Context: an optimization exercise on an open-source flow, tuned for small area. The choices shown serve that exercise and are no tape-out recipe. Only simulation tests tie the RTL to the original design; equivalence was not proved.

==> flow/design.v <==
`timescale 1ns/10ps
module accelerate_matrix (
    input clk,
    input rst,
    input [31:0]wmatrix,
    input [31:0]xmatrix,
    input [31:0]bias,
    output reg [15:0]out1,
    output reg [15:0]out2,
    output reg [15:0]out3,
    output reg [15:0]out4
);
    reg [3:0] p;
    always @(posedge clk or posedge rst) begin
        if (rst)
            p <= 4'd0;
        else
            p <= (p == 4'd12) ? 4'd0 : p + 4'd1;
    end
    wire ld_w = (p >= 4'd1) && (p <= 4'd4);            
    wire ld_b = (p == 4'd1);                           
    wire ld_p = (p == 4'd1) || (p == 4'd2);            
    wire ld_q = (p == 4'd3) || (p == 4'd4);            
    wire hi   = (p >= 4'd8) && (p <= 4'd11);           
    reg [31:0] r0, r1, r2, r3;
    always @(posedge clk) begin
        r0 <= r1;
        r1 <= r2;
        r2 <= r3;
        r3 <= ld_w ? wmatrix : r0;
    end
    reg [7:0] s0, s1, s2, s3;
    always @(posedge clk) begin
        if (ld_b) begin
            s0 <= bias[31:24];
            s1 <= bias[23:16];
            s2 <= bias[15:8];
            s3 <= bias[7:0];
        end else begin
            s0 <= s1;
            s1 <= s2;
            s2 <= s3;
            s3 <= s0;
        end
    end
    reg [31:0] xp0, xp1, xq0, xq1;
    always @(posedge clk) begin
        xp0 <= xp1;
        xp1 <= ld_p ? xmatrix : xp0;
        xq0 <= xq1;
        xq1 <= ld_q ? xmatrix : xq0;
    end
    wire [31:0] xa = hi ? xq1 : xp1;
    wire [31:0] xb = hi ? xq0 : xp0;
    wire [14:0] ya, yb;
    dot_unit ua (.w(r1), .x(xa), .b(s2), .y(ya));
    dot_unit ub (.w(r1), .x(xb), .b(s2), .y(yb));
    wire ev = ~p[0];
    reg [14:0] e0, e1, e2, e3, e4, o0, o1, o2, o3, o4;
    always @(posedge clk) begin
        e0 <= ev ? ya : yb; e1 <= e0; e2 <= e1; e3 <= e2; e4 <= e3;
        o0 <= ev ? yb : ya; o1 <= o0; o2 <= o1; o3 <= o2; o4 <= o3;
    end
    always @(*) begin
        out1 = {1'b0, e4};
        out2 = {1'b0, o4};
        out3 = {1'b0, e0};
        out4 = {1'b0, o0};
    end
endmodule
module dot_unit (
    input  [31:0] w,
    input  [31:0] x,
    input  [7:0]  b,
    output [14:0] y
);
  wire t1 = ~(w[0] & x[0]);
  wire t2 = ~(w[0] & x[1]);
  wire t3 = ~(w[0] & x[2]);
  wire t4 = ~(w[0] & x[3]);
  wire t5 = ~(w[0] & x[4]);
  wire t6 = ~(w[0] & x[5]);
  wire t7 = ~(w[0] & x[6]);
  wire t8 = ~(w[0] & x[7]);
  wire t9 = ~(w[1] & x[0]);
  wire t10 = ~(w[1] & x[1]);
  wire t11 = ~(w[1] & x[2]);
  wire t12 = ~(w[1] & x[3]);
  wire t13 = ~(w[1] & x[4]);
  wire t14 = ~(w[1] & x[5]);
  wire t15 = ~(w[1] & x[6]);
  wire t16 = ~(w[1] & x[7]);
  wire t17 = ~(w[2] & x[0]);
  wire t18 = ~(w[2] & x[1]);
  wire t19 = ~(w[2] & x[2]);
  wire t20 = ~(w[2] & x[3]);
  wire t21 = ~(w[2] & x[4]);
  wire t22 = ~(w[2] & x[5]);
  wire t23 = ~(w[2] & x[6]);
  wire t24 = ~(w[2] & x[7]);
  wire t25 = ~(w[3] & x[0]);
  wire t26 = ~(w[3] & x[1]);
  wire t27 = ~(w[3] & x[2]);
  wire t28 = ~(w[3] & x[3]);
  wire t29 = ~(w[3] & x[4]);
  wire t30 = ~(w[3] & x[5]);
  wire t31 = ~(w[3] & x[6]);
  wire t32 = ~(w[3] & x[7]);
  wire t33 = ~(w[4] & x[0]);
  wire t34 = ~(w[4] & x[1]);
  wire t35 = ~(w[4] & x[2]);
  wire t36 = ~(w[4] & x[3]);
  wire t37 = ~(w[4] & x[4]);
  wire t38 = ~(w[4] & x[5]);
  wire t39 = ~(w[4] & x[6]);
  wire t40 = ~(w[4] & x[7]);
  wire t41 = ~(w[5] & x[0]);
  wire t42 = ~(w[5] & x[1]);
  wire t43 = ~(w[5] & x[2]);
  wire t44 = ~(w[5] & x[3]);
  wire t45 = ~(w[5] & x[4]);
  wire t46 = ~(w[5] & x[5]);
  wire t47 = ~(w[5] & x[6]);
  wire t48 = ~(w[5] & x[7]);
  wire t49 = ~(w[6] & x[0]);
  wire t50 = ~(w[6] & x[1]);
  wire t51 = ~(w[6] & x[2]);
  wire t52 = ~(w[6] & x[3]);
  wire t53 = ~(w[6] & x[4]);
  wire t54 = ~(w[6] & x[5]);
  wire t55 = ~(w[6] & x[6]);
  wire t56 = ~(w[6] & x[7]);
  wire t57 = ~(w[7] & x[0]);
  wire t58 = ~(w[7] & x[1]);
  wire t59 = ~(w[7] & x[2]);
  wire t60 = ~(w[7] & x[3]);
  wire t61 = ~(w[7] & x[4]);
  wire t62 = ~(w[7] & x[5]);
  wire t63 = ~(w[7] & x[6]);
  wire t64 = ~(w[7] & x[7]);
  wire t65 = ~(w[8] & x[8]);
  wire t66 = ~(w[8] & x[9]);
  wire t67 = ~(w[8] & x[10]);
  wire t68 = ~(w[8] & x[11]);
  wire t69 = ~(w[8] & x[12]);
  wire t70 = ~(w[8] & x[13]);
  wire t71 = ~(w[8] & x[14]);
  wire t72 = ~(w[8] & x[15]);
  wire t73 = ~(w[9] & x[8]);
  wire t74 = ~(w[9] & x[9]);
  wire t75 = ~(w[9] & x[10]);
  wire t76 = ~(w[9] & x[11]);
  wire t77 = ~(w[9] & x[12]);
  wire t78 = ~(w[9] & x[13]);
  wire t79 = ~(w[9] & x[14]);
  wire t80 = ~(w[9] & x[15]);
  wire t81 = ~(w[10] & x[8]);
  wire t82 = ~(w[10] & x[9]);
  wire t83 = ~(w[10] & x[10]);
  wire t84 = ~(w[10] & x[11]);
  wire t85 = ~(w[10] & x[12]);
  wire t86 = ~(w[10] & x[13]);
  wire t87 = ~(w[10] & x[14]);
  wire t88 = ~(w[10] & x[15]);
  wire t89 = ~(w[11] & x[8]);
  wire t90 = ~(w[11] & x[9]);
  wire t91 = ~(w[11] & x[10]);
  wire t92 = ~(w[11] & x[11]);
  wire t93 = ~(w[11] & x[12]);
  wire t94 = ~(w[11] & x[13]);
  wire t95 = ~(w[11] & x[14]);
  wire t96 = ~(w[11] & x[15]);
  wire t97 = ~(w[12] & x[8]);
  wire t98 = ~(w[12] & x[9]);
  wire t99 = ~(w[12] & x[10]);
  wire t100 = ~(w[12] & x[11]);
  wire t101 = ~(w[12] & x[12]);
  wire t102 = ~(w[12] & x[13]);
  wire t103 = ~(w[12] & x[14]);
  wire t104 = ~(w[12] & x[15]);
  wire t105 = ~(w[13] & x[8]);
  wire t106 = ~(w[13] & x[9]);
  wire t107 = ~(w[13] & x[10]);
  wire t108 = ~(w[13] & x[11]);
  wire t109 = ~(w[13] & x[12]);
  wire t110 = ~(w[13] & x[13]);
  wire t111 = ~(w[13] & x[14]);
  wire t112 = ~(w[13] & x[15]);
  wire t113 = ~(w[14] & x[8]);
  wire t114 = ~(w[14] & x[9]);
  wire t115 = ~(w[14] & x[10]);
  wire t116 = ~(w[14] & x[11]);
  wire t117 = ~(w[14] & x[12]);
  wire t118 = ~(w[14] & x[13]);
  wire t119 = ~(w[14] & x[14]);
  wire t120 = ~(w[14] & x[15]);
  wire t121 = ~(w[15] & x[8]);
  wire t122 = ~(w[15] & x[9]);
  wire t123 = ~(w[15] & x[10]);
  wire t124 = ~(w[15] & x[11]);
  wire t125 = ~(w[15] & x[12]);
  wire t126 = ~(w[15] & x[13]);
  wire t127 = ~(w[15] & x[14]);
  wire t128 = ~(w[15] & x[15]);
  wire t129 = ~(w[16] & x[16]);
  wire t130 = ~(w[16] & x[17]);
  wire t131 = ~(w[16] & x[18]);
  wire t132 = ~(w[16] & x[19]);
  wire t133 = ~(w[16] & x[20]);
  wire t134 = ~(w[16] & x[21]);
  wire t135 = ~(w[16] & x[22]);
  wire t136 = ~(w[16] & x[23]);
  wire t137 = ~(w[17] & x[16]);
  wire t138 = ~(w[17] & x[17]);
  wire t139 = ~(w[17] & x[18]);
  wire t140 = ~(w[17] & x[19]);
  wire t141 = ~(w[17] & x[20]);
  wire t142 = ~(w[17] & x[21]);
  wire t143 = ~(w[17] & x[22]);
  wire t144 = ~(w[17] & x[23]);
  wire t145 = ~(w[18] & x[16]);
  wire t146 = ~(w[18] & x[17]);
  wire t147 = ~(w[18] & x[18]);
  wire t148 = ~(w[18] & x[19]);
  wire t149 = ~(w[18] & x[20]);
  wire t150 = ~(w[18] & x[21]);
  wire t151 = ~(w[18] & x[22]);
  wire t152 = ~(w[18] & x[23]);
  wire t153 = ~(w[19] & x[16]);
  wire t154 = ~(w[19] & x[17]);
  wire t155 = ~(w[19] & x[18]);
  wire t156 = ~(w[19] & x[19]);
  wire t157 = ~(w[19] & x[20]);
  wire t158 = ~(w[19] & x[21]);
  wire t159 = ~(w[19] & x[22]);
  wire t160 = ~(w[19] & x[23]);
  wire t161 = ~(w[20] & x[16]);
  wire t162 = ~(w[20] & x[17]);
  wire t163 = ~(w[20] & x[18]);
  wire t164 = ~(w[20] & x[19]);
  wire t165 = ~(w[20] & x[20]);
  wire t166 = ~(w[20] & x[21]);
  wire t167 = ~(w[20] & x[22]);
  wire t168 = ~(w[20] & x[23]);
  wire t169 = ~(w[21] & x[16]);
  wire t170 = ~(w[21] & x[17]);
  wire t171 = ~(w[21] & x[18]);
  wire t172 = ~(w[21] & x[19]);
  wire t173 = ~(w[21] & x[20]);
  wire t174 = ~(w[21] & x[21]);
  wire t175 = ~(w[21] & x[22]);
  wire t176 = ~(w[21] & x[23]);
  wire t177 = ~(w[22] & x[16]);
  wire t178 = ~(w[22] & x[17]);
  wire t179 = ~(w[22] & x[18]);
  wire t180 = ~(w[22] & x[19]);
  wire t181 = ~(w[22] & x[20]);
  wire t182 = ~(w[22] & x[21]);
  wire t183 = ~(w[22] & x[22]);
  wire t184 = ~(w[22] & x[23]);
  wire t185 = ~(w[23] & x[16]);
  wire t186 = ~(w[23] & x[17]);
  wire t187 = ~(w[23] & x[18]);
  wire t188 = ~(w[23] & x[19]);
  wire t189 = ~(w[23] & x[20]);
  wire t190 = ~(w[23] & x[21]);
  wire t191 = ~(w[23] & x[22]);
  wire t192 = ~(w[23] & x[23]);
  wire t193 = ~(w[24] & x[24]);
  wire t194 = ~(w[24] & x[25]);
  wire t195 = ~(w[24] & x[26]);
  wire t196 = ~(w[24] & x[27]);
  wire t197 = ~(w[24] & x[28]);
  wire t198 = ~(w[24] & x[29]);
  wire t199 = ~(w[24] & x[30]);
  wire t200 = ~(w[24] & x[31]);
  wire t201 = ~(w[25] & x[24]);
  wire t202 = ~(w[25] & x[25]);
  wire t203 = ~(w[25] & x[26]);
  wire t204 = ~(w[25] & x[27]);
  wire t205 = ~(w[25] & x[28]);
  wire t206 = ~(w[25] & x[29]);
  wire t207 = ~(w[25] & x[30]);
  wire t208 = ~(w[25] & x[31]);
  wire t209 = ~(w[26] & x[24]);
  wire t210 = ~(w[26] & x[25]);
  wire t211 = ~(w[26] & x[26]);
  wire t212 = ~(w[26] & x[27]);
  wire t213 = ~(w[26] & x[28]);
  wire t214 = ~(w[26] & x[29]);
  wire t215 = ~(w[26] & x[30]);
  wire t216 = ~(w[26] & x[31]);
  wire t217 = ~(w[27] & x[24]);
  wire t218 = ~(w[27] & x[25]);
  wire t219 = ~(w[27] & x[26]);
  wire t220 = ~(w[27] & x[27]);
  wire t221 = ~(w[27] & x[28]);
  wire t222 = ~(w[27] & x[29]);
  wire t223 = ~(w[27] & x[30]);
  wire t224 = ~(w[27] & x[31]);
  wire t225 = ~(w[28] & x[24]);
  wire t226 = ~(w[28] & x[25]);
  wire t227 = ~(w[28] & x[26]);
  wire t228 = ~(w[28] & x[27]);
  wire t229 = ~(w[28] & x[28]);
  wire t230 = ~(w[28] & x[29]);
  wire t231 = ~(w[28] & x[30]);
  wire t232 = ~(w[28] & x[31]);
  wire t233 = ~(w[29] & x[24]);
  wire t234 = ~(w[29] & x[25]);
  wire t235 = ~(w[29] & x[26]);
  wire t236 = ~(w[29] & x[27]);
  wire t237 = ~(w[29] & x[28]);
  wire t238 = ~(w[29] & x[29]);
  wire t239 = ~(w[29] & x[30]);
  wire t240 = ~(w[29] & x[31]);
  wire t241 = ~(w[30] & x[24]);
  wire t242 = ~(w[30] & x[25]);
  wire t243 = ~(w[30] & x[26]);
  wire t244 = ~(w[30] & x[27]);
  wire t245 = ~(w[30] & x[28]);
  wire t246 = ~(w[30] & x[29]);
  wire t247 = ~(w[30] & x[30]);
  wire t248 = ~(w[30] & x[31]);
  wire t249 = ~(w[31] & x[24]);
  wire t250 = ~(w[31] & x[25]);
  wire t251 = ~(w[31] & x[26]);
  wire t252 = ~(w[31] & x[27]);
  wire t253 = ~(w[31] & x[28]);
  wire t254 = ~(w[31] & x[29]);
  wire t255 = ~(w[31] & x[30]);
  wire t256 = ~(w[31] & x[31]);
  wire t257 = ~b[0];
  wire t258 = ~b[1];
  wire t259 = ~b[2];
  wire t260 = ~b[3];
  wire t261 = ~b[4];
  wire t262 = ~b[5];
  wire t263 = ~b[6];
  wire t264 = ~b[7];
  wire t265, t266;
  FA u_t265 (.a(t7), .b(t14), .c(1'b1), .s(t265), .co(t266));
  wire t267, t268;
  FA u_t267 (.a(t8), .b(t15), .c(t22), .s(t267), .co(t268));
  wire t269, t270;
  FA u_t269 (.a(t29), .b(t36), .c(t43), .s(t269), .co(t270));
  wire t271, t272;
  FA u_t271 (.a(t50), .b(t57), .c(t72), .s(t271), .co(t272));
  wire t273, t274;
  FA u_t273 (.a(t16), .b(t23), .c(t30), .s(t273), .co(t274));
  wire t275, t276;
  FA u_t275 (.a(t37), .b(t44), .c(1'b1), .s(t275), .co(t276));
  wire t277, t278;
  FA u_t277 (.a(t5), .b(t12), .c(t19), .s(t277), .co(t278));
  wire t279, t280;
  FA u_t279 (.a(t6), .b(t13), .c(t20), .s(t279), .co(t280));
  wire t281, t282;
  FA u_t281 (.a(t27), .b(t34), .c(t41), .s(t281), .co(t282));
  wire t283, t284;
  FA u_t283 (.a(t70), .b(t77), .c(t84), .s(t283), .co(t284));
  wire t285, t286;
  FA u_t285 (.a(t91), .b(t98), .c(1'b1), .s(t285), .co(t286));
  wire t287, t288;
  FA u_t287 (.a(t265), .b(t21), .c(t28), .s(t287), .co(t288));
  wire t289, t290;
  FA u_t289 (.a(t35), .b(t42), .c(t49), .s(t289), .co(t290));
  wire t291, t292;
  FA u_t291 (.a(t71), .b(t78), .c(t85), .s(t291), .co(t292));
  wire t293, t294;
  FA u_t293 (.a(t92), .b(t99), .c(t106), .s(t293), .co(t294));
  wire t295, t296;
  FA u_t295 (.a(t113), .b(t135), .c(t142), .s(t295), .co(t296));
  wire t297, t298;
  FA u_t297 (.a(t149), .b(t156), .c(t163), .s(t297), .co(t298));
  wire t299, t300;
  FA u_t299 (.a(t170), .b(t177), .c(1'b1), .s(t299), .co(t300));
  wire t301, t302;
  FA u_t301 (.a(t266), .b(t267), .c(t269), .s(t301), .co(t302));
  wire t303, t304;
  FA u_t303 (.a(t271), .b(t79), .c(t86), .s(t303), .co(t304));
  wire t305, t306;
  FA u_t305 (.a(t93), .b(t100), .c(t107), .s(t305), .co(t306));
  wire t307, t308;
  FA u_t307 (.a(t114), .b(t121), .c(t136), .s(t307), .co(t308));
  wire t309, t310;
  FA u_t309 (.a(t143), .b(t150), .c(t157), .s(t309), .co(t310));
  wire t311, t312;
  FA u_t311 (.a(t164), .b(t171), .c(t178), .s(t311), .co(t312));
  wire t313, t314;
  FA u_t313 (.a(t185), .b(t200), .c(t207), .s(t313), .co(t314));
  wire t315, t316;
  FA u_t315 (.a(t214), .b(t221), .c(t228), .s(t315), .co(t316));
  wire t317, t318;
  FA u_t317 (.a(t268), .b(t270), .c(t272), .s(t317), .co(t318));
  wire t319, t320;
  FA u_t319 (.a(t273), .b(t275), .c(t51), .s(t319), .co(t320));
  wire t321, t322;
  FA u_t321 (.a(t58), .b(t80), .c(t87), .s(t321), .co(t322));
  wire t323, t324;
  FA u_t323 (.a(t94), .b(t101), .c(t108), .s(t323), .co(t324));
  wire t325, t326;
  FA u_t325 (.a(t115), .b(t122), .c(t144), .s(t325), .co(t326));
  wire t327, t328;
  FA u_t327 (.a(t151), .b(t158), .c(t165), .s(t327), .co(t328));
  wire t329, t330;
  FA u_t329 (.a(t172), .b(t179), .c(t186), .s(t329), .co(t330));
  wire t331, t332;
  FA u_t331 (.a(t208), .b(t215), .c(t222), .s(t331), .co(t332));
  wire t333, t334;
  FA u_t333 (.a(t229), .b(t236), .c(1'b1), .s(t333), .co(t334));
  wire t335, t336;
  FA u_t335 (.a(t274), .b(t276), .c(t24), .s(t335), .co(t336));
  wire t337, t338;
  FA u_t337 (.a(t31), .b(t38), .c(t45), .s(t337), .co(t338));
  wire t339, t340;
  FA u_t339 (.a(t52), .b(t59), .c(t88), .s(t339), .co(t340));
  wire t341, t342;
  FA u_t341 (.a(t95), .b(t102), .c(t109), .s(t341), .co(t342));
  wire t343, t344;
  FA u_t343 (.a(t116), .b(t123), .c(t152), .s(t343), .co(t344));
  wire t345, t346;
  FA u_t345 (.a(t159), .b(t166), .c(t173), .s(t345), .co(t346));
  wire t347, t348;
  FA u_t347 (.a(t180), .b(t187), .c(t216), .s(t347), .co(t348));
  wire t349, t350;
  FA u_t349 (.a(t223), .b(t230), .c(t237), .s(t349), .co(t350));
  wire t351, t352;
  FA u_t351 (.a(t32), .b(t39), .c(t46), .s(t351), .co(t352));
  wire t353, t354;
  FA u_t353 (.a(t53), .b(t60), .c(t96), .s(t353), .co(t354));
  wire t355, t356;
  FA u_t355 (.a(t103), .b(t110), .c(t117), .s(t355), .co(t356));
  wire t357, t358;
  FA u_t357 (.a(t124), .b(t160), .c(t167), .s(t357), .co(t358));
  wire t359, t360;
  FA u_t359 (.a(t174), .b(t181), .c(1'b1), .s(t359), .co(t360));
  wire t361, t362;
  FA u_t361 (.a(t40), .b(t47), .c(t54), .s(t361), .co(t362));
  wire t363, t364;
  FA u_t363 (.a(t4), .b(t11), .c(t18), .s(t363), .co(t364));
  wire t365, t366;
  FA u_t365 (.a(t25), .b(t68), .c(t75), .s(t365), .co(t366));
  wire t367, t368;
  FA u_t367 (.a(t277), .b(t26), .c(t33), .s(t367), .co(t368));
  wire t369, t370;
  FA u_t369 (.a(t69), .b(t76), .c(t83), .s(t369), .co(t370));
  wire t371, t372;
  FA u_t371 (.a(t90), .b(t97), .c(t133), .s(t371), .co(t372));
  wire t373, t374;
  FA u_t373 (.a(t140), .b(t147), .c(t154), .s(t373), .co(t374));
  wire t375, t376;
  FA u_t375 (.a(t278), .b(t279), .c(t281), .s(t375), .co(t376));
  wire t377, t378;
  FA u_t377 (.a(t283), .b(t285), .c(t105), .s(t377), .co(t378));
  wire t379, t380;
  FA u_t379 (.a(t134), .b(t141), .c(t148), .s(t379), .co(t380));
  wire t381, t382;
  FA u_t381 (.a(t155), .b(t162), .c(t169), .s(t381), .co(t382));
  wire t383, t384;
  FA u_t383 (.a(t198), .b(t205), .c(t212), .s(t383), .co(t384));
  wire t385, t386;
  FA u_t385 (.a(t280), .b(t282), .c(t284), .s(t385), .co(t386));
  wire t387, t388;
  FA u_t387 (.a(t286), .b(t287), .c(t289), .s(t387), .co(t388));
  wire t389, t390;
  FA u_t389 (.a(t291), .b(t293), .c(t295), .s(t389), .co(t390));
  wire t391, t392;
  FA u_t391 (.a(t297), .b(t299), .c(t199), .s(t391), .co(t392));
  wire t393, t394;
  FA u_t393 (.a(t206), .b(t213), .c(t220), .s(t393), .co(t394));
  wire t395, t396;
  FA u_t395 (.a(t227), .b(t234), .c(1'b1), .s(t395), .co(t396));
  wire t397, t398;
  FA u_t397 (.a(t288), .b(t290), .c(t292), .s(t397), .co(t398));
  wire t399, t400;
  FA u_t399 (.a(t294), .b(t296), .c(t298), .s(t399), .co(t400));
  wire t401, t402;
  FA u_t401 (.a(t300), .b(t301), .c(t303), .s(t401), .co(t402));
  wire t403, t404;
  FA u_t403 (.a(t305), .b(t307), .c(t309), .s(t403), .co(t404));
  wire t405, t406;
  FA u_t405 (.a(t311), .b(t313), .c(t315), .s(t405), .co(t406));
  wire t407, t408;
  FA u_t407 (.a(t235), .b(t242), .c(t249), .s(t407), .co(t408));
  wire t409, t410;
  FA u_t409 (.a(t302), .b(t304), .c(t306), .s(t409), .co(t410));
  wire t411, t412;
  FA u_t411 (.a(t308), .b(t310), .c(t312), .s(t411), .co(t412));
  wire t413, t414;
  FA u_t413 (.a(t314), .b(t316), .c(t317), .s(t413), .co(t414));
  wire t415, t416;
  FA u_t415 (.a(t319), .b(t321), .c(t323), .s(t415), .co(t416));
  wire t417, t418;
  FA u_t417 (.a(t325), .b(t327), .c(t329), .s(t417), .co(t418));
  wire t419, t420;
  FA u_t419 (.a(t331), .b(t333), .c(t243), .s(t419), .co(t420));
  wire t421, t422;
  FA u_t421 (.a(t318), .b(t320), .c(t322), .s(t421), .co(t422));
  wire t423, t424;
  FA u_t423 (.a(t324), .b(t326), .c(t328), .s(t423), .co(t424));
  wire t425, t426;
  FA u_t425 (.a(t330), .b(t332), .c(t334), .s(t425), .co(t426));
  wire t427, t428;
  FA u_t427 (.a(t335), .b(t337), .c(t339), .s(t427), .co(t428));
  wire t429, t430;
  FA u_t429 (.a(t341), .b(t343), .c(t345), .s(t429), .co(t430));
  wire t431, t432;
  FA u_t431 (.a(t347), .b(t349), .c(t244), .s(t431), .co(t432));
  wire t433, t434;
  FA u_t433 (.a(t336), .b(t338), .c(t340), .s(t433), .co(t434));
  wire t435, t436;
  FA u_t435 (.a(t342), .b(t344), .c(t346), .s(t435), .co(t436));
  wire t437, t438;
  FA u_t437 (.a(t348), .b(t350), .c(t351), .s(t437), .co(t438));
  wire t439, t440;
  FA u_t439 (.a(t353), .b(t355), .c(t357), .s(t439), .co(t440));
  wire t441, t442;
  FA u_t441 (.a(t359), .b(t188), .c(t224), .s(t441), .co(t442));
  wire t443, t444;
  FA u_t443 (.a(t231), .b(t238), .c(t245), .s(t443), .co(t444));
  wire t445, t446;
  FA u_t445 (.a(t352), .b(t354), .c(t356), .s(t445), .co(t446));
  wire t447, t448;
  FA u_t447 (.a(t358), .b(t360), .c(t361), .s(t447), .co(t448));
  wire t449, t450;
  FA u_t449 (.a(t61), .b(t104), .c(t111), .s(t449), .co(t450));
  wire t451, t452;
  FA u_t451 (.a(t118), .b(t125), .c(t168), .s(t451), .co(t452));
  wire t453, t454;
  FA u_t453 (.a(t175), .b(t182), .c(t189), .s(t453), .co(t454));
  wire t455, t456;
  FA u_t455 (.a(t232), .b(t239), .c(t246), .s(t455), .co(t456));
  wire t457, t458;
  FA u_t457 (.a(t362), .b(t48), .c(t55), .s(t457), .co(t458));
  wire t459, t460;
  FA u_t459 (.a(t62), .b(t112), .c(t119), .s(t459), .co(t460));
  wire t461, t462;
  FA u_t461 (.a(t126), .b(t176), .c(t183), .s(t461), .co(t462));
  wire t463, t464;
  FA u_t463 (.a(t3), .b(t10), .c(t17), .s(t463), .co(t464));
  wire t465, t466;
  FA u_t465 (.a(t67), .b(t74), .c(t81), .s(t465), .co(t466));
  wire t467, t468;
  FA u_t467 (.a(t363), .b(t365), .c(t82), .s(t467), .co(t468));
  wire t469, t470;
  FA u_t469 (.a(t89), .b(t132), .c(t139), .s(t469), .co(t470));
  wire t471, t472;
  FA u_t471 (.a(t146), .b(t153), .c(t196), .s(t471), .co(t472));
  wire t473, t474;
  FA u_t473 (.a(t364), .b(t366), .c(t367), .s(t473), .co(t474));
  wire t475, t476;
  FA u_t475 (.a(t369), .b(t371), .c(t373), .s(t475), .co(t476));
  wire t477, t478;
  FA u_t477 (.a(t161), .b(t197), .c(t204), .s(t477), .co(t478));
  wire t479, t480;
  FA u_t479 (.a(t211), .b(t218), .c(1'b1), .s(t479), .co(t480));
  wire t481, t482;
  FA u_t481 (.a(t368), .b(t370), .c(t372), .s(t481), .co(t482));
  wire t483, t484;
  FA u_t483 (.a(t374), .b(t375), .c(t377), .s(t483), .co(t484));
  wire t485, t486;
  FA u_t485 (.a(t379), .b(t381), .c(t383), .s(t485), .co(t486));
  wire t487, t488;
  FA u_t487 (.a(t219), .b(t226), .c(t233), .s(t487), .co(t488));
  wire t489, t490;
  FA u_t489 (.a(t376), .b(t378), .c(t380), .s(t489), .co(t490));
  wire t491, t492;
  FA u_t491 (.a(t382), .b(t384), .c(t385), .s(t491), .co(t492));
  wire t493, t494;
  FA u_t493 (.a(t387), .b(t389), .c(t391), .s(t493), .co(t494));
  wire t495, t496;
  FA u_t495 (.a(t393), .b(t395), .c(t241), .s(t495), .co(t496));
  wire t497, t498;
  FA u_t497 (.a(t386), .b(t388), .c(t390), .s(t497), .co(t498));
  wire t499, t500;
  FA u_t499 (.a(t392), .b(t394), .c(t396), .s(t499), .co(t500));
  wire t501, t502;
  FA u_t501 (.a(t397), .b(t399), .c(t401), .s(t501), .co(t502));
  wire t503, t504;
  FA u_t503 (.a(t403), .b(t405), .c(t407), .s(t503), .co(t504));
  wire t505, t506;
  FA u_t505 (.a(t398), .b(t400), .c(t402), .s(t505), .co(t506));
  wire t507, t508;
  FA u_t507 (.a(t404), .b(t406), .c(t408), .s(t507), .co(t508));
  wire t509, t510;
  FA u_t509 (.a(t409), .b(t411), .c(t413), .s(t509), .co(t510));
  wire t511, t512;
  FA u_t511 (.a(t415), .b(t417), .c(t419), .s(t511), .co(t512));
  wire t513, t514;
  FA u_t513 (.a(t410), .b(t412), .c(t414), .s(t513), .co(t514));
  wire t515, t516;
  FA u_t515 (.a(t416), .b(t418), .c(t420), .s(t515), .co(t516));
  wire t517, t518;
  FA u_t517 (.a(t421), .b(t423), .c(t425), .s(t517), .co(t518));
  wire t519, t520;
  FA u_t519 (.a(t427), .b(t429), .c(t431), .s(t519), .co(t520));
  wire t521, t522;
  FA u_t521 (.a(t422), .b(t424), .c(t426), .s(t521), .co(t522));
  wire t523, t524;
  FA u_t523 (.a(t428), .b(t430), .c(t432), .s(t523), .co(t524));
  wire t525, t526;
  FA u_t525 (.a(t433), .b(t435), .c(t437), .s(t525), .co(t526));
  wire t527, t528;
  FA u_t527 (.a(t439), .b(t441), .c(t443), .s(t527), .co(t528));
  wire t529, t530;
  FA u_t529 (.a(t434), .b(t436), .c(t438), .s(t529), .co(t530));
  wire t531, t532;
  FA u_t531 (.a(t440), .b(t442), .c(t444), .s(t531), .co(t532));
  wire t533, t534;
  FA u_t533 (.a(t445), .b(t447), .c(t449), .s(t533), .co(t534));
  wire t535, t536;
  FA u_t535 (.a(t451), .b(t453), .c(t455), .s(t535), .co(t536));
  wire t537, t538;
  FA u_t537 (.a(t446), .b(t448), .c(t450), .s(t537), .co(t538));
  wire t539, t540;
  FA u_t539 (.a(t452), .b(t454), .c(t456), .s(t539), .co(t540));
  wire t541, t542;
  FA u_t541 (.a(t457), .b(t459), .c(t461), .s(t541), .co(t542));
  wire t543, t544;
  FA u_t543 (.a(t190), .b(t240), .c(t247), .s(t543), .co(t544));
  wire t545, t546;
  FA u_t545 (.a(t458), .b(t460), .c(t462), .s(t545), .co(t546));
  wire t547, t548;
  FA u_t547 (.a(t56), .b(t63), .c(t120), .s(t547), .co(t548));
  wire t549, t550;
  FA u_t549 (.a(t127), .b(t184), .c(t191), .s(t549), .co(t550));
  wire t551, t552;
  FA u_t551 (.a(t2), .b(t9), .c(t66), .s(t551), .co(t552));
  wire t553, t554;
  FA u_t553 (.a(t73), .b(t130), .c(1'b1), .s(t553), .co(t554));
  wire t555, t556;
  FA u_t555 (.a(t463), .b(t465), .c(t131), .s(t555), .co(t556));
  wire t557, t558;
  FA u_t557 (.a(t138), .b(t145), .c(t195), .s(t557), .co(t558));
  wire t559, t560;
  FA u_t559 (.a(t202), .b(t209), .c(1'b1), .s(t559), .co(t560));
  wire t561, t562;
  FA u_t561 (.a(t464), .b(t466), .c(t467), .s(t561), .co(t562));
  wire t563, t564;
  FA u_t563 (.a(t469), .b(t471), .c(t203), .s(t563), .co(t564));
  wire t565, t566;
  FA u_t565 (.a(t210), .b(t217), .c(t260), .s(t565), .co(t566));
  wire t567, t568;
  FA u_t567 (.a(t468), .b(t470), .c(t472), .s(t567), .co(t568));
  wire t569, t570;
  FA u_t569 (.a(t473), .b(t475), .c(t477), .s(t569), .co(t570));
  wire t571, t572;
  FA u_t571 (.a(t479), .b(t225), .c(t261), .s(t571), .co(t572));
  wire t573, t574;
  FA u_t573 (.a(t474), .b(t476), .c(t478), .s(t573), .co(t574));
  wire t575, t576;
  FA u_t575 (.a(t480), .b(t481), .c(t483), .s(t575), .co(t576));
  wire t577, t578;
  FA u_t577 (.a(t485), .b(t487), .c(t262), .s(t577), .co(t578));
  wire t579, t580;
  FA u_t579 (.a(t482), .b(t484), .c(t486), .s(t579), .co(t580));
  wire t581, t582;
  FA u_t581 (.a(t488), .b(t489), .c(t491), .s(t581), .co(t582));
  wire t583, t584;
  FA u_t583 (.a(t493), .b(t495), .c(t263), .s(t583), .co(t584));
  wire t585, t586;
  FA u_t585 (.a(t490), .b(t492), .c(t494), .s(t585), .co(t586));
  wire t587, t588;
  FA u_t587 (.a(t496), .b(t497), .c(t499), .s(t587), .co(t588));
  wire t589, t590;
  FA u_t589 (.a(t501), .b(t503), .c(t264), .s(t589), .co(t590));
  wire t591, t592;
  FA u_t591 (.a(t498), .b(t500), .c(t502), .s(t591), .co(t592));
  wire t593, t594;
  FA u_t593 (.a(t504), .b(t505), .c(t507), .s(t593), .co(t594));
  wire t595, t596;
  FA u_t595 (.a(t509), .b(t511), .c(t250), .s(t595), .co(t596));
  wire t597, t598;
  FA u_t597 (.a(t506), .b(t508), .c(t510), .s(t597), .co(t598));
  wire t599, t600;
  FA u_t599 (.a(t512), .b(t513), .c(t515), .s(t599), .co(t600));
  wire t601, t602;
  FA u_t601 (.a(t517), .b(t519), .c(t251), .s(t601), .co(t602));
  wire t603, t604;
  FA u_t603 (.a(t514), .b(t516), .c(t518), .s(t603), .co(t604));
  wire t605, t606;
  FA u_t605 (.a(t520), .b(t521), .c(t523), .s(t605), .co(t606));
  wire t607, t608;
  FA u_t607 (.a(t525), .b(t527), .c(t252), .s(t607), .co(t608));
  wire t609, t610;
  FA u_t609 (.a(t522), .b(t524), .c(t526), .s(t609), .co(t610));
  wire t611, t612;
  FA u_t611 (.a(t528), .b(t529), .c(t531), .s(t611), .co(t612));
  wire t613, t614;
  FA u_t613 (.a(t533), .b(t535), .c(t253), .s(t613), .co(t614));
  wire t615, t616;
  FA u_t615 (.a(t530), .b(t532), .c(t534), .s(t615), .co(t616));
  wire t617, t618;
  FA u_t617 (.a(t536), .b(t537), .c(t539), .s(t617), .co(t618));
  wire t619, t620;
  FA u_t619 (.a(t541), .b(t543), .c(t254), .s(t619), .co(t620));
  wire t621, t622;
  FA u_t621 (.a(t538), .b(t540), .c(t542), .s(t621), .co(t622));
  wire t623, t624;
  FA u_t623 (.a(t544), .b(t545), .c(t547), .s(t623), .co(t624));
  wire t625, t626;
  FA u_t625 (.a(t549), .b(t248), .c(t255), .s(t625), .co(t626));
  wire t627, t628;
  FA u_t627 (.a(t546), .b(t548), .c(t550), .s(t627), .co(t628));
  wire t629, t630;
  FA u_t629 (.a(t64), .b(t128), .c(t192), .s(t629), .co(t630));
  wire t631, t632;
  FA u_t631 (.a(t1), .b(t65), .c(1'b1), .s(t631), .co(t632));
  wire t633, t634;
  FA u_t633 (.a(t551), .b(t553), .c(t137), .s(t633), .co(t634));
  wire t635, t636;
  FA u_t635 (.a(t194), .b(t201), .c(1'b1), .s(t635), .co(t636));
  wire t637, t638;
  FA u_t637 (.a(t552), .b(t554), .c(t555), .s(t637), .co(t638));
  wire t639, t640;
  FA u_t639 (.a(t557), .b(t559), .c(t259), .s(t639), .co(t640));
  wire t641, t642;
  FA u_t641 (.a(t556), .b(t558), .c(t560), .s(t641), .co(t642));
  wire t643, t644;
  FA u_t643 (.a(t561), .b(t563), .c(t565), .s(t643), .co(t644));
  wire t645, t646;
  FA u_t645 (.a(t562), .b(t564), .c(t566), .s(t645), .co(t646));
  wire t647, t648;
  FA u_t647 (.a(t567), .b(t569), .c(t571), .s(t647), .co(t648));
  wire t649, t650;
  FA u_t649 (.a(t568), .b(t570), .c(t572), .s(t649), .co(t650));
  wire t651, t652;
  FA u_t651 (.a(t573), .b(t575), .c(t577), .s(t651), .co(t652));
  wire t653, t654;
  FA u_t653 (.a(t574), .b(t576), .c(t578), .s(t653), .co(t654));
  wire t655, t656;
  FA u_t655 (.a(t579), .b(t581), .c(t583), .s(t655), .co(t656));
  wire t657, t658;
  FA u_t657 (.a(t580), .b(t582), .c(t584), .s(t657), .co(t658));
  wire t659, t660;
  FA u_t659 (.a(t585), .b(t587), .c(t589), .s(t659), .co(t660));
  wire t661, t662;
  FA u_t661 (.a(t586), .b(t588), .c(t590), .s(t661), .co(t662));
  wire t663, t664;
  FA u_t663 (.a(t591), .b(t593), .c(t595), .s(t663), .co(t664));
  wire t665, t666;
  FA u_t665 (.a(t592), .b(t594), .c(t596), .s(t665), .co(t666));
  wire t667, t668;
  FA u_t667 (.a(t597), .b(t599), .c(t601), .s(t667), .co(t668));
  wire t669, t670;
  FA u_t669 (.a(t598), .b(t600), .c(t602), .s(t669), .co(t670));
  wire t671, t672;
  FA u_t671 (.a(t603), .b(t605), .c(t607), .s(t671), .co(t672));
  wire t673, t674;
  FA u_t673 (.a(t604), .b(t606), .c(t608), .s(t673), .co(t674));
  wire t675, t676;
  FA u_t675 (.a(t609), .b(t611), .c(t613), .s(t675), .co(t676));
  wire t677, t678;
  FA u_t677 (.a(t610), .b(t612), .c(t614), .s(t677), .co(t678));
  wire t679, t680;
  FA u_t679 (.a(t615), .b(t617), .c(t619), .s(t679), .co(t680));
  wire t681, t682;
  FA u_t681 (.a(t616), .b(t618), .c(t620), .s(t681), .co(t682));
  wire t683, t684;
  FA u_t683 (.a(t621), .b(t623), .c(t625), .s(t683), .co(t684));
  wire t685, t686;
  FA u_t685 (.a(t622), .b(t624), .c(t626), .s(t685), .co(t686));
  wire t687, t688;
  FA u_t687 (.a(t627), .b(t629), .c(t256), .s(t687), .co(t688));
  wire t689, t690;
  FA u_t689 (.a(t631), .b(t129), .c(1'b1), .s(t689), .co(t690));
  wire t691, t692;
  FA u_t691 (.a(t632), .b(t633), .c(t635), .s(t691), .co(t692));
  wire t693, t694;
  FA u_t693 (.a(t634), .b(t636), .c(t637), .s(t693), .co(t694));
  wire t695, t696;
  FA u_t695 (.a(t638), .b(t640), .c(t641), .s(t695), .co(t696));
  wire t697, t698;
  FA u_t697 (.a(t642), .b(t644), .c(t645), .s(t697), .co(t698));
  wire t699, t700;
  FA u_t699 (.a(t646), .b(t648), .c(t649), .s(t699), .co(t700));
  wire t701, t702;
  FA u_t701 (.a(t650), .b(t652), .c(t653), .s(t701), .co(t702));
  wire t703, t704;
  FA u_t703 (.a(t654), .b(t656), .c(t657), .s(t703), .co(t704));
  wire t705, t706;
  FA u_t705 (.a(t658), .b(t660), .c(t661), .s(t705), .co(t706));
  wire t707, t708;
  FA u_t707 (.a(t662), .b(t664), .c(t665), .s(t707), .co(t708));
  wire t709, t710;
  FA u_t709 (.a(t666), .b(t668), .c(t669), .s(t709), .co(t710));
  wire t711, t712;
  FA u_t711 (.a(t670), .b(t672), .c(t673), .s(t711), .co(t712));
  wire t713, t714;
  FA u_t713 (.a(t674), .b(t676), .c(t677), .s(t713), .co(t714));
  wire t715, t716;
  FA u_t715 (.a(t678), .b(t680), .c(t681), .s(t715), .co(t716));
  wire t717, t718;
  FA u_t717 (.a(t682), .b(t684), .c(t685), .s(t717), .co(t718));
  wire t719, t720;
  FA u_t719 (.a(t686), .b(t688), .c(t628), .s(t719), .co(t720));
  wire t721, t722;
  FA u_t721 (.a(t689), .b(t193), .c(1'b1), .s(t721), .co(t722));
  wire t723, t724;
  FA u_t723 (.a(t690), .b(t691), .c(t258), .s(t723), .co(t724));
  wire t725, t726;
  FA u_t725 (.a(t692), .b(t693), .c(t639), .s(t725), .co(t726));
  wire t727, t728;
  FA u_t727 (.a(t694), .b(t695), .c(t643), .s(t727), .co(t728));
  wire t729, t730;
  FA u_t729 (.a(t696), .b(t697), .c(t647), .s(t729), .co(t730));
  wire t731, t732;
  FA u_t731 (.a(t698), .b(t699), .c(t651), .s(t731), .co(t732));
  wire t733, t734;
  FA u_t733 (.a(t700), .b(t701), .c(t655), .s(t733), .co(t734));
  wire t735, t736;
  FA u_t735 (.a(t702), .b(t703), .c(t659), .s(t735), .co(t736));
  wire t737, t738;
  FA u_t737 (.a(t704), .b(t705), .c(t663), .s(t737), .co(t738));
  wire t739, t740;
  FA u_t739 (.a(t706), .b(t707), .c(t667), .s(t739), .co(t740));
  wire t741, t742;
  FA u_t741 (.a(t708), .b(t709), .c(t671), .s(t741), .co(t742));
  wire t743, t744;
  FA u_t743 (.a(t710), .b(t711), .c(t675), .s(t743), .co(t744));
  wire t745, t746;
  FA u_t745 (.a(t712), .b(t713), .c(t679), .s(t745), .co(t746));
  wire t747, t748;
  FA u_t747 (.a(t714), .b(t715), .c(t683), .s(t747), .co(t748));
  wire t749, t750;
  FA u_t749 (.a(t716), .b(t717), .c(t687), .s(t749), .co(t750));
  wire t751, t752;
  FA u_t751 (.a(t718), .b(t719), .c(t630), .s(t751), .co(t752));
  wire t753, t754;
  FA u_t753 (.a(t721), .b(t257), .c(1'b1), .s(t753), .co(t754));
  wire t755, t756;
  FA u_t755 (.a(t722), .b(t723), .c(t754), .s(t755), .co(t756));
  wire t757, t758;
  FA u_t757 (.a(t724), .b(t725), .c(t756), .s(t757), .co(t758));
  wire t759, t760;
  FA u_t759 (.a(t726), .b(t727), .c(t758), .s(t759), .co(t760));
  wire t761, t762;
  FA u_t761 (.a(t728), .b(t729), .c(t760), .s(t761), .co(t762));
  wire t763, t764;
  FA u_t763 (.a(t730), .b(t731), .c(t762), .s(t763), .co(t764));
  wire t765, t766;
  FA u_t765 (.a(t732), .b(t733), .c(t764), .s(t765), .co(t766));
  wire t767, t768;
  FA u_t767 (.a(t734), .b(t735), .c(t766), .s(t767), .co(t768));
  wire t769, t770;
  FA u_t769 (.a(t736), .b(t737), .c(t768), .s(t769), .co(t770));
  wire t771, t772;
  FA u_t771 (.a(t738), .b(t739), .c(t770), .s(t771), .co(t772));
  wire t773, t774;
  FA u_t773 (.a(t740), .b(t741), .c(t772), .s(t773), .co(t774));
  wire t775, t776;
  FA u_t775 (.a(t742), .b(t743), .c(t774), .s(t775), .co(t776));
  wire t777, t778;
  FA u_t777 (.a(t744), .b(t745), .c(t776), .s(t777), .co(t778));
  wire t779, t780;
  FA u_t779 (.a(t746), .b(t747), .c(t778), .s(t779), .co(t780));
  wire t781, t782;
  FA u_t781 (.a(t748), .b(t749), .c(t780), .s(t781), .co(t782));
  wire t783 = t750 ^ t751 ^ t782;
  wire [15:0] sn;   
  assign sn[0] = t753;
  assign sn[1] = t755;
  assign sn[2] = t757;
  assign sn[3] = t759;
  assign sn[4] = t761;
  assign sn[5] = t763;
  assign sn[6] = t765;
  assign sn[7] = t767;
  assign sn[8] = t769;
  assign sn[9] = t771;
  assign sn[10] = t773;
  assign sn[11] = t775;
  assign sn[12] = t777;
  assign sn[13] = t779;
  assign sn[14] = t781;
  assign sn[15] = t783;
  assign y = sn[15] ? ~sn[14:0] : 15'd0;
endmodule
module FA (input a, input b, input c, output s, output co);
  assign s  = a ^ b ^ c;
  assign co = (a & b) | (a & c) | (b & c);
endmodule
==> flow/flow/run.sh <==
#!/bin/bash
# The standard layout (standard.sh: the ORFS flow and synthesis, unchanged),
# with the port buffers made from the smallest buffer cell instead of
# clkdlybuf4s50_1. Every port still gets its own buffer.
set -euo pipefail
export BUFFER_PORTS_ARGS="-buffer_cell sky130_fd_sc_hd__buf_1"
bash standard.sh finish > standard_flow.log 2>&1
==> flow/standard.sh <==
#!/bin/bash
# synth_recipe.tcl (not shown) runs the flow's synth.tcl, then flattens the netlist and writes it again
# the make line also repeats each setting of config.mk as NAME=value (left out here)
make -C /OpenROAD-flow-scripts/flow DESIGN_CONFIG=/design/flow/config.mk WORK_HOME=/design/flow/orfs CLKGATE_MAP_FILE= SYNTH_SCRIPT=/design/flow/synth_recipe.tcl "${@:-finish}"
==> flow/config.mk <==
export PLATFORM = sky130hd
export DESIGN_NAME = accelerate_matrix
export DESIGN_NICKNAME = accelerate_matrix
export VERILOG_FILES = /design/flow/design.v
export SDC_FILE = /design/flow/constraint.sdc
export NUM_CORES = 4
export LEC_CHECK = 0
export ABC_AREA = 1
export CAP_MARGIN = 20
export CORE_MARGIN = 2
export CORE_UTILIZATION = 40
export CTS_BUF_LIST = sky130_fd_sc_hd__clkbuf_16 sky130_fd_sc_hd__clkbuf_8
export CTS_CLUSTER_DIAMETER = 60
export CTS_CLUSTER_SIZE = 20
export PLACE_DENSITY = 0.6
export SLEW_MARGIN = 20
export SYNTH_HIERARCHICAL = 1
export SYNTH_MINIMUM_KEEP_SIZE = 0
==> flow/constraint.sdc <==
create_clock -name core_clock -period 10.0 [get_ports {clk}]
set_input_delay 2.0000 -clock core_clock [delete_from_list [all_inputs] [get_ports {clk}]]
set_output_delay 2.0000 -clock core_clock [all_outputs]
set_load 0.01 [all_outputs]
==> impl_metrics.env, run 1 <==
export IMPL_r2r_cells=32
export IMPL_setup_violations=0
export IMPL_cts_htree_levels=2
export IMPL_cp_depth=32
export IMPL_layout_common_cells="932 x nand2_1, 515 x fa_1, 438 x dfxtp_1, 196 x nand3_1, 157 x buf_1"
export IMPL_synthTopCellsByArea="fa_1 41%, dfxtp_1 35%, nand2_1 14%"
export IMPL_critical_path_class="flip-flop to flip-flop"
export IMPL_drv_cap=0
export IMPL_vias=17100
export IMPL_grt_usage_pct=22.6
export IMPL_worst_slew_pin_slew_ns=1.08
export IMPL_cts_buffers=34
export IMPL_slew_viol_final=0
export IMPL_clock_skew_ns=0.0429
export IMPL_synth_seq_cells=442
export IMPL_layout_drive_gt1_share_pct=7.75
export IMPL_n_antenna_cell=0
export IMPL_critPathMaxStageDelay_ns=0.57
export IMPL_syn_avg_cell_area_um2=10.4
export IMPL_start_util_pct=40.2
export IMPL_cp_arrival_ns=10.02
export IMPL_coreArea_um2=62600
export IMPL_max_slew_margin_pct=28.3
export IMPL_report_final_hold_viol_count=0
export IMPL_rr_startpoint="p[2]$_DFF_PP0_"
export IMPL_io_buffers=157
export IMPL_cp_slowest_cell="fa_1"
export IMPL_syn_area_um2=25200
export IMPL_yosys_warnings=7
export IMPL_final_common_cell="nand2_1"
export IMPL_rows=92
export IMPL_clk_insertion_delay_late_ns=0.57
export IMPL_end_kind="flip-flop"
export IMPL_path_delay_family="adder cells"
export IMPL_r2r_end="e0[6]$_DFF_P_"
export IMPL_netlist_cell_type_count=20
export IMPL_grt_max_degree=70
export IMPL_gr_total_overflow=0
export IMPL_nets=3170
export IMPL_dieHeight_um=255
export IMPL_die_width_um=255
export IMPL_hp_class="flip-flop to flip-flop"
export IMPL_cts_tree="done"
export IMPL_cts_sinks=442
export IMPL_grt_pass1_wl_mm=110
export IMPL_route_detailed_drc=0
export IMPL_die_area_um2=65000
export IMPL_path_common_cell="fa_1"
export IMPL_wire_per_inst_um=20.9
export IMPL_top_level_ports=162
export IMPL_clkTransAtPathRegs_ns=0.08
export IMPL_status="no timing/DRC/antenna violations"
export IMPL_yosysTopAreaCell="fa_1"
export IMPL_critPathBufInv=6
export IMPL_drt_iter0_drc=1293
export IMPL_gp_routability_congestion=0.938
export IMPL_routed_wl_mm=71.4
export IMPL_dp_hpwl_mm=57.1
export IMPL_firstDrtPassIters=5
export IMPL_grt_pass1_vias=18700
export IMPL_ant_nets=0
export IMPL_crit_end="e0[6]$_DFF_P_"
export IMPL_clockBufferDepth=3
export IMPL_worst_setup_path_start_kind="flip-flop"
export IMPL_synth_cells=2424
export IMPL_max_freq_mhz=104
export IMPL_vias_per_cell=5.01
export IMPL_worstPathRequired_ns=10.37
export IMPL_crit_fanout=16
export IMPL_fin_crit_sh_pct=96.5
export IMPL_antenna_found_initial=1
export IMPL_fin_tns_setup_ns=0
export IMPL_ys_seq_area_share_pct=35.2
export IMPL_synth_top_area_share_pct=41.2
export IMPL_root_buffer="clkbuf_16"
export IMPL_fill_cells=5981
export IMPL_regToRegSetupSlack_ns=0.35
export IMPL_cp_startpoint="p[2]$_DFF_PP0_"
export IMPL_min_period_ns=9.65
export IMPL_hold_depth=0
export IMPL_area_growth_pct=12.0
## Yosys cell counts
cell and number:
nor2_1 12, inv_1 45, dfxtp_1 438, or2_1 1, buf_4 4, nand2_2 3
ha_1 4, buf_1 10, nor2_2 19, buf_6 2, conb_1 3, o21ai_0 32
clkbuf_1 156, fa_1 518, nand2_1 943, buf_2 29, nor2_4 2, nand3_1 198
inv_2 1, dfrtp_1 4
## worst min path at each step
stage                      endpoint  slack [ns]            start
floorplan             e2[0]$_DFF_P_        0.31    e1[0]$_DFF_P_
global placement      e2[4]$_DFF_P_        0.31    e1[4]$_DFF_P_
detailed placement   e2[13]$_DFF_P_        0.31   e1[13]$_DFF_P_
CTS                 xp0[12]$_DFF_P_        0.31  xp1[12]$_DFF_P_
global route         e2[13]$_DFF_P_        0.33   e1[13]$_DFF_P_
finish               e2[13]$_DFF_P_        0.32   e1[13]$_DFF_P_
## modules after synthesis, one instance, submodules excluded
module | times used | flip-flops and latches | area [µm²] | cells inside
dot_unit | 2 | 0 | 1370 | 354
accelerate_matrix | 1 | 442 | 12100 | 1198
FA | 518 | 0 | 20.0 | 1
## cell families after synthesis
family | share of synthesized area, %
simple gates | 18.8
fa+ha+maj | 41.4
flops | 35.2
buf+inv | 3.94
compound gates | 0.636
other cells | 0.0447
## routing by layer
metal / track usage (%) / vias to the layer above / routed length, µm
met5: 0 / - / 16
li1: - / 7516 / -
met4: 9.32 / 2 / 2980
met1: 28.7 / 8753 / 29100
met2: 38.1 / 683 / 34500
met3: 4.10 / 148 / 4710
## timing repair
action                                  4_1_cts  5_1_grt
endpoints found under the setup margin        0       30
hold buffers                                  0        0
buffers inserted                              0        5
gates resized for setup                       0       23
## through the flow
stage	setup slack [ns]	instance area (µm²)	utilization [%]	cells	hold slack [ns]
floorplan	0.403	25300	-	2455	0.310
global placement	0.191	26900	43.0	3351	0.310
detailed placement	0.172	26900	43.0	3351	0.312
CTS	0.133	28000	44.8	3404	0.314
global route	-0.00427	28200	45.1	3413	0.326
finish	0.351	28200	45.1	3413	0.318
## registers in the layout, indices dropped and copies added, names as in the netlist
register	cells
xp1	32
r3	32
s0	8
e2	15
p	4
r0	32
e4	15
r1	32
o1	15
e1	15
r2	32
s1	8
s2	8
xq1	32
o0	15
o4	15
xq0	32
s3	8
e3	15
e0	15
o3	15
xp0	32
o2	15
## final cells by class
type                            count  area, µm²  share of cell area [%]
Multi-Input combinational cell   1768      15600                    55.1
Clock buffer                       35        876                    3.10
Clock inverter                     18        258                   0.913
Sequential cell                   442       8870                    31.4
Tap cell                          846       1060                    3.75
Timing Repair Buffer              258       1430                    5.06
Inverter                           46        178                   0.630
==> inputs of run 2 (changes only) <==
==> flow/flow/run.sh (replaced) <==
#!/bin/bash
# The standard layout (standard.sh: the ORFS flow and synthesis, unchanged),
# with three changes that only affect buffering and sizing:
#  - the port buffers are the smallest buffer cell instead of clkdlybuf4s50_1
#    (every port still gets its own buffer);
#  - the buffers Yosys/ABC put in are removed at floorplan, as the
#    timing-driven placement would otherwise do;
#  - after global routing, gates on paths with slack are downsized.
set -euo pipefail
export BUFFER_PORTS_ARGS="-buffer_cell sky130_fd_sc_hd__buf_1"
export REMOVE_ABC_BUFFERS=1
export RECOVER_POWER=100
bash standard.sh finish > standard_flow.log 2>&1
--- a/flow/config.mk
+++ b/flow/config.mk
@@ -12,6 +12,7 @@
 export CTS_BUF_LIST = sky130_fd_sc_hd__clkbuf_16 sky130_fd_sc_hd__clkbuf_8
 export CTS_CLUSTER_DIAMETER = 60
 export CTS_CLUSTER_SIZE = 20
+export GPL_TIMING_DRIVEN = 0
 export PLACE_DENSITY = 0.6
 export SLEW_MARGIN = 20
 export SYNTH_HIERARCHICAL = 1
==> run 2 against run 1 <==
  * The layout now fails its checks (capacitance limit, slew limit)
  * Worst hold slack got worse by 0.0026 ns
  * Die area unchanged
  * Synthesized cell count is the same
  * Non-clock buffer count fell by 83
  * Clock-buffer cell count up 2
  * Flip-flop and latch count did not move
  * Cell area decreased by 0.92%
  * Synthesized area is the same
  * Global-route usage decreased by 0.66 points
  * Critical path depth is 6 lower
==> impl_metrics.env, run 2 <==
export IMPL_status="complete, but fails checks"
export IMPL_so_faults="capacitance limit, slew limit"
export IMPL_max_freq_mhz=102
export IMPL_synth_top_area_share_pct=41.2
export IMPL_r2r_cells=26
export IMPL_cts_tree="done"
export IMPL_dp_hpwl_mm=49.7
export IMPL_clockBufferDepth=3
export IMPL_hp_class="flip-flop to flip-flop"
export IMPL_syn_area_um2=25200
export IMPL_slew_viol_final=71
export IMPL_top_level_ports=162
export IMPL_ctsHoldBuffers=0
export IMPL_rr_startpoint="r1[0]$_DFF_P_"
export IMPL_synth_seq_cells=442
export IMPL_cts_sinks=442
export IMPL_finish_utilization_pct=44.6
export IMPL_layout_drive_gt1_share_pct=6.00
export IMPL_hold_depth=0
export IMPL_worstHoldStart="r2[21]$_DFF_P_"
export IMPL_rows=92
export IMPL_yosysMostFrequentCell="nand2_1"
export IMPL_clk_insertion_delay_late_ns=0.58
export IMPL_ant_nets=0
export IMPL_drv_cap=2
export IMPL_crit_fanout=17
export IMPL_area_growth_pct=11.0
export IMPL_synthTopCellsByCount="943 x nand2_1, 518 x fa_1, 438 x dfxtp_1"
export IMPL_routed_wl_mm=68.6
export IMPL_root_buffer="clkbuf_16"
export IMPL_ys_flop_type="dfxtp_1"
export IMPL_die_width_um=255
export IMPL_nets=3094
export IMPL_regToRegSetupSlack_ns=0.24
export IMPL_netlist_cell_type_count=20
export IMPL_coreArea_um2=62600
export IMPL_cp_arrival_ns=10.23
export IMPL_worst_setup_path_start_kind="flip-flop"
export IMPL_grt_max_degree=41
export IMPL_report_final_hold_viol_count=0
export IMPL_place_area_um2=26300
export IMPL_synth_edf_count=0
export IMPL_io_buffers=157
export IMPL_vias_per_cell=5.06
export IMPL_gr_total_overflow=0
export IMPL_vias=16900
export IMPL_wire_per_inst_um=20.5
export IMPL_grt_pass1_wl_mm=106
export IMPL_worstPathRequired_ns=10.47
export IMPL_final_common_cell="nand2_1"
export IMPL_setup_violations=0
export IMPL_route_detailed_drc=0
export IMPL_dieHeight_um=255
export IMPL_clkTransAtPathRegs_ns=0.08
export IMPL_fin_tns_setup_ns=0
export IMPL_async_flop_share_pct=0.905
export IMPL_antenna_found_initial=3
export IMPL_grt_pass1_vias=18600
export IMPL_syn_avg_cell_area_um2=10.4
export IMPL_cts_htree_levels=2
export IMPL_grt_usage_pct=21.9
export IMPL_r2r_end="o0[14]$_DFF_P_"
export IMPL_min_period_ns=9.76
export IMPL_gp_routability_congestion=0.898
export IMPL_final_area_um2=28000
export IMPL_synth_cells=2424
export IMPL_fin_crit_sh_pct=97.6
export IMPL_clock_skew_ns=0.0251
export IMPL_start_util_pct=40.2
export IMPL_ys_seq_area_share_pct=35.2
export IMPL_critical_path_class="flip-flop to flip-flop"
export IMPL_firstDrtPassIters=8
export IMPL_layout_common_cells="917 x nand2_1, 505 x fa_1, 438 x dfxtp_1, 196 x nand3_1, 157 x buf_1"
export IMPL_worst_slew_pin_slew_ns=2.45
export IMPL_cts_buffers=36
export IMPL_die_area_um2=65000
export IMPL_yosys_warnings=7
export IMPL_drt_iter0_drc=1473
export IMPL_yosysTopAreaCell="fa_1"
export IMPL_end_kind="flip-flop"
export IMPL_hold_path_end="r1[21]$_DFF_P_"
export IMPL_synthTopCellsByArea="fa_1 41%, dfxtp_1 35%, nand2_1 14%"
export IMPL_max_slew_margin_pct=-63.3
==> run 2: cell counts after synthesis <==
No cell type changed its count.
==> run 2: kinds of logic after synthesis <==
kind of cell | share of synthesized area, %
AO/OA/AOI/OAI | 0.636
other | 0.0447
adder cells (fa/ha/maj) | 41.4
buffers and inverters | 3.94
AND/OR/NAND/NOR | 18.8
flip-flops | 35.2
==> run 2: area by class of cell <==
| cell class | instances | area (µm²) |
|---|---|---|
| Fill cell | 5911 | 34700 |
| Clock inverter | 25 | 313 |
| Antenna cell | 2 | 5.00 |
| Inverter | 46 | 189 |
| Timing Repair Buffer | 175 | 796 |
| Clock buffer | 37 | 915 |
| Tap cell | 846 | 1060 |
| Sequential cell | 442 | 8880 |
| Timing Repair inverter | 2 | 17.5 |
| Multi-Input combinational cell | 1771 | 15800 |
==> run 2: critical path, cell delays in order, from the launching register on <==
cell,delay [ns]
dfxtp_1,1.04
nand2_1,0.20
fa_1,0.55
fa_1,0.58
fa_1,0.45
fa_1,0.56
fa_1,0.44
fa_1,0.41
fa_1,0.39
fa_1,0.39
fa_2,0.36
fa_2,0.35
fa_1,0.38
fa_1,0.38
fa_1,0.40
fa_2,0.35
fa_2,0.37
fa_2,0.36
fa_2,0.35
fa_2,0.36
nand2_2,0.11
nand2_1,0.09
nand2_4,0.17
nand2_8,0.13
nor2_4,0.20
nand2_1,0.08
o21ai_1,0.16
==> run 2: how the worst max path moves through the flow <==
stage                     cells after the start        endpoint  slack, ns           start
after floorplan                              30   e0[0]$_DFF_P_      -1.27  p[3]$_DFF_PP0_
after global placement                       29  o0[14]$_DFF_P_      -4.07  p[3]$_DFF_PP0_
after global routing                         27   o0[0]$_DFF_P_      -0.02   r1[0]$_DFF_P_
final                                        26  o0[14]$_DFF_P_       0.24   r1[0]$_DFF_P_
after CTS                                    30  o0[14]$_DFF_P_     -0.003  p[3]$_DFF_PP0_
after detailed placement                     30  e0[14]$_DFF_P_      -1.54  p[2]$_DFF_PP0_
==> run 2: per-layer routing <==
layer | vias up | global-route usage (%) | wire, µm
met3 | 141 | 4.07 | 5130
met5 | - | 0 | 12
li1 | 7383 | - | -
met1 | 8660 | 28.1 | 28000
met2 | 753 | 36.3 | 32400
met4 | 2 | 9.81 | 2990
==> run 2: metrics by stage <==
stage	hold slack (ns)	setup WS, ns	instances
CTS	0.318	-0.00335	3337
global route	0.325	-0.0197	3345
global placement	0.310	-4.07	3257
detailed placement	0.312	-1.54	3264
finish	0.315	0.239	3346
floorplan	0.310	-1.27	2254
==> run 2: Yosys stat by module (local to each module, per instance) <==
module / cells / copies in the design / area, µm²
accelerate_matrix: 1198 / 1 / 12100
dot_unit: 354 / 2 / 1370
FA: 1 / 518 / 20.0
==> run 2: timing repair <==
item                                    in CTS  in global routing
hold endpoints to repair                     0                  0
endpoints found under the setup margin      30                 30
pin swaps                                    6                 12
gates cloned                                 7                  1
resized for setup                           59                 24
setup buffers                                4                  6
==> inputs of run 3 (changes only) <==
==> flow/flow/run.sh (replaced) <==
#!/bin/bash
# The standard layout (standard.sh: the ORFS flow and synthesis, unchanged),
# with two changes that only affect buffering and sizing:
#  - the port buffers are the smallest buffer cell instead of clkdlybuf4s50_1
#    (every port still gets its own buffer);
#  - the buffers Yosys/ABC put in are removed at floorplan, as the
#    timing-driven placement would otherwise do;

set -euo pipefail
export BUFFER_PORTS_ARGS="-buffer_cell sky130_fd_sc_hd__buf_1"
export REMOVE_ABC_BUFFERS=1
bash standard.sh finish > standard_flow.log 2>&1
==> run 3 against run 2 <==
  * The run now finishes clean
  * Die area stayed put
  * Register-to-register slack better by 0.02 ns
  * Synthesized cell count stayed put
  * Clock-buffer cell count stayed put
  * Via count is 0.24% higher
  * Critical path type unchanged
  * Highest routed layer unchanged
==> impl_metrics.env, run 3 <==
export IMPL_worstHoldStart="r2[21]$_DFF_P_"
export IMPL_cp_slowest_cell="fa_1"
export IMPL_yosysTopAreaCell="fa_1"
export IMPL_synth_top_area_share_pct=41.2
export IMPL_clk_insertion_delay_late_ns=0.58
export IMPL_path_common_cell="fa_1"
export IMPL_layout_common_cells="914 x nand2_1, 505 x fa_1, 437 x dfxtp_1, 195 x nand3_1, 157 x buf_1"
export IMPL_netlist_cell_type_count=20
export IMPL_max_freq_mhz=103
export IMPL_hold_ws_ns=0.315
export IMPL_yosysMostFrequentCell="nand2_1"
export IMPL_synth_edf_count=0
export IMPL_firstDrtPassIters=5
export IMPL_routed_wl_mm=68.6
export IMPL_cp_arrival_ns=10.22
export IMPL_start_util_pct=40.2
export IMPL_final_common_cell="nand2_1"
export IMPL_critPathMaxStageDelay_ns=0.58
export IMPL_clock_skew_ns=0.0257
export IMPL_grt_max_degree=41
export IMPL_critical_path_class="flip-flop to flip-flop"
export IMPL_max_slew_margin_pct=26.4
export IMPL_async_flop_share_pct=0.905
export IMPL_critPathBufInv=1
export IMPL_place_area_um2=26300
export IMPL_path_delay_family="adder cells"
export IMPL_synthTopCellsByArea="fa_1 41%, dfxtp_1 35%, nand2_1 14%"
export IMPL_synth_seq_cells=442
export IMPL_slew_viol_final=0
export IMPL_cp_depth=30
export IMPL_syn_area_um2=25200
export IMPL_layout_drive_gt1_share_pct=6.41
export IMPL_synth_cells=2424
export IMPL_syn_avg_cell_area_um2=10.4
export IMPL_drt_iter0_drc=1550
export IMPL_finish_utilization_pct=44.8
export IMPL_ys_flop_type="dfxtp_1"
export IMPL_drv_cap=0
export IMPL_dieHeight_um=255
export IMPL_ant_nets=0
export IMPL_r2r_end="o0[14]$_DFF_P_"
export IMPL_cts_tree="done"
export IMPL_root_buffer="clkbuf_16"
export IMPL_final_area_um2=28100
export IMPL_clkTransAtPathRegs_ns=0.08
export IMPL_gr_total_overflow=0
export IMPL_cts_htree_levels=2
export IMPL_top_level_ports=162
export IMPL_dp_hpwl_mm=49.7
export IMPL_worst_slew_pin_slew_ns=1.10
export IMPL_yosys_warnings=7
export IMPL_area_growth_pct=11.4
export IMPL_cts_buffers=36
export IMPL_rows=92
export IMPL_grt_pass1_vias=18600
export IMPL_report_final_hold_viol_count=0
export IMPL_antenna_found_initial=3
export IMPL_clockBufferDepth=3
export IMPL_end_kind="flip-flop"
export IMPL_regToRegSetupSlack_ns=0.25
export IMPL_worstPathRequired_ns=10.47
export IMPL_ctsHoldBuffers=0
export IMPL_cts_sinks=442
export IMPL_hp_class="flip-flop to flip-flop"
export IMPL_status="no timing/DRC/antenna violations"
-- run 3: cell types whose count changed in the layout (fill, tap and decap cells not counted), sizes merged --
| cell | change |
|---|---|
| clkbuf | -3 |
| buf | +3 |
-- run 3: worst max-delay path by stage --
stage | to | startpoint | slack (ns)
after global routing | e0[9]$_DFF_P_ | p[3]$_DFF_PP0_ | -0.02
after detailed placement | e0[14]$_DFF_P_ | p[2]$_DFF_PP0_ | -1.54
final | o0[14]$_DFF_P_ | p[3]$_DFF_PP0_ | 0.25
after global placement | o0[14]$_DFF_P_ | p[3]$_DFF_PP0_ | -4.07
after floorplan | e0[0]$_DFF_P_ | p[3]$_DFF_PP0_ | -1.27
after CTS | o0[14]$_DFF_P_ | p[3]$_DFF_PP0_ | -0.003
-- run 3: through the flow --
step / std cells / setup slack (ns) / setup TNS, ns
floorplan: 2254 / -1.27 / -37.26
global placement: 3257 / -4.07 / -117.61
detailed placement: 3264 / -1.54 / -39.66
CTS: 3337 / -0.00335 / -0.00335
global route: 3345 / -0.0174 / -0.0730
finish: 3346 / 0.255 / 0
-- run 3: logic make-up (layout without fill, tap and decap cells) --
group	after synthesis	count (layout)	synth area share, %
adder cells (fa/ha/maj)	522	522	41.4
AO/OA/AOI/OAI	32	32	0.636
buffers and inverters	247	285	3.94
flip-flops	442	442	35.2
AND/OR/NAND/NOR	1178	1183	18.8
other	3	36	0.0447
-- run 3: modules after synthesis (local to each module, per instance) --
module | area [µm²] | cells inside | flops+latches
FA | 20.0 | 1 | 0
dot_unit | 1370 | 354 | 0
accelerate_matrix | 12100 | 1198 | 442
-- run 3: timing repair --
| item | 4_1_cts | 5_1_grt |
|---|---|---|
| resized for setup | 59 | 24 |
| pin swaps | 6 | 12 |
| gates cloned | 7 | 1 |
| setup buffers | 4 | 6 |
| setup endpoints to repair | 30 | 30 |
-- run 3: worst reg2reg max path: cells and delay by family, from the launching register on --
| family | cells | cell delay [ns] |
|---|---|---|
| AOI/OAI and AO/OA | 1 | 0.17 |
| adders and majority gates | 18 | 7.42 |
| buffers and inverters | 1 | 0.19 |
| DFF | 1 | 0.50 |
| and+or+nand+nor | 10 | 1.36 |
-- run 3: area by class of cell --
cell class | instances | area, µm²
fill | 5890 | 34600
multi-input combinational | 1771 | 15800
sequential | 442 | 8880
tap | 846 | 1060
clock buffer | 37 | 915
timing repair buffer | 175 | 860
clock inverter | 25 | 313
inverter | 46 | 189
timing repair inverter | 2 | 17.5
antenna | 2 | 5.00
-- run 3: routing by layer --
layer / part of all wire, % / vias up / track usage [%]
met5: 0.018 / - / 0
met4: 4.3 / 2 / 9.81
met3: 7.8 / 141 / 4.07
met2: 47 / 785 / 36.3
met1: 41 / 8666 / 28.1
li1: - / 7385 / -

[afterwards: timing with drivers on the ports]
The flow's constraints put no driver on any port. The routed layouts listed below were extracted and timed again, unchanged, in two steps.
Step 1 (the two cells are an assumption about what drives the block):
set clk [get_ports {clk}]
set_driving_cell -lib_cell sky130_fd_sc_hd__clkbuf_16 $clk
set_driving_cell -lib_cell sky130_fd_sc_hd__buf_2 [delete_from_list [all_inputs] $clk]
Step 2 also shifts input and output timing later by t, the mid clock arrival at the registers, as if the neighbouring blocks saw the same clock.
Slacks: ideal / step 1 / step 2; pairs: ideal / step 1.
| run | t, ns | setup slack, ns | hold slack, ns | worst setup path at the end | cell pins on the clock port's net |
|---|---|---|---|---|---|
| run 1 | 0.607 | 0.351 / 0.351 / 0.351 | 0.318 / 0.318 / 0.318 | register to register | 1 |
| run 2 | 0.625 | 0.239 / 0.239 / 0.239 | 0.315 / 0.315 / 0.315 | register to register | 1 |
| run 3 | 0.626 | 0.255 / 0.255 / 0.255 | 0.315 / 0.315 / 0.315 | register to register | 1 |
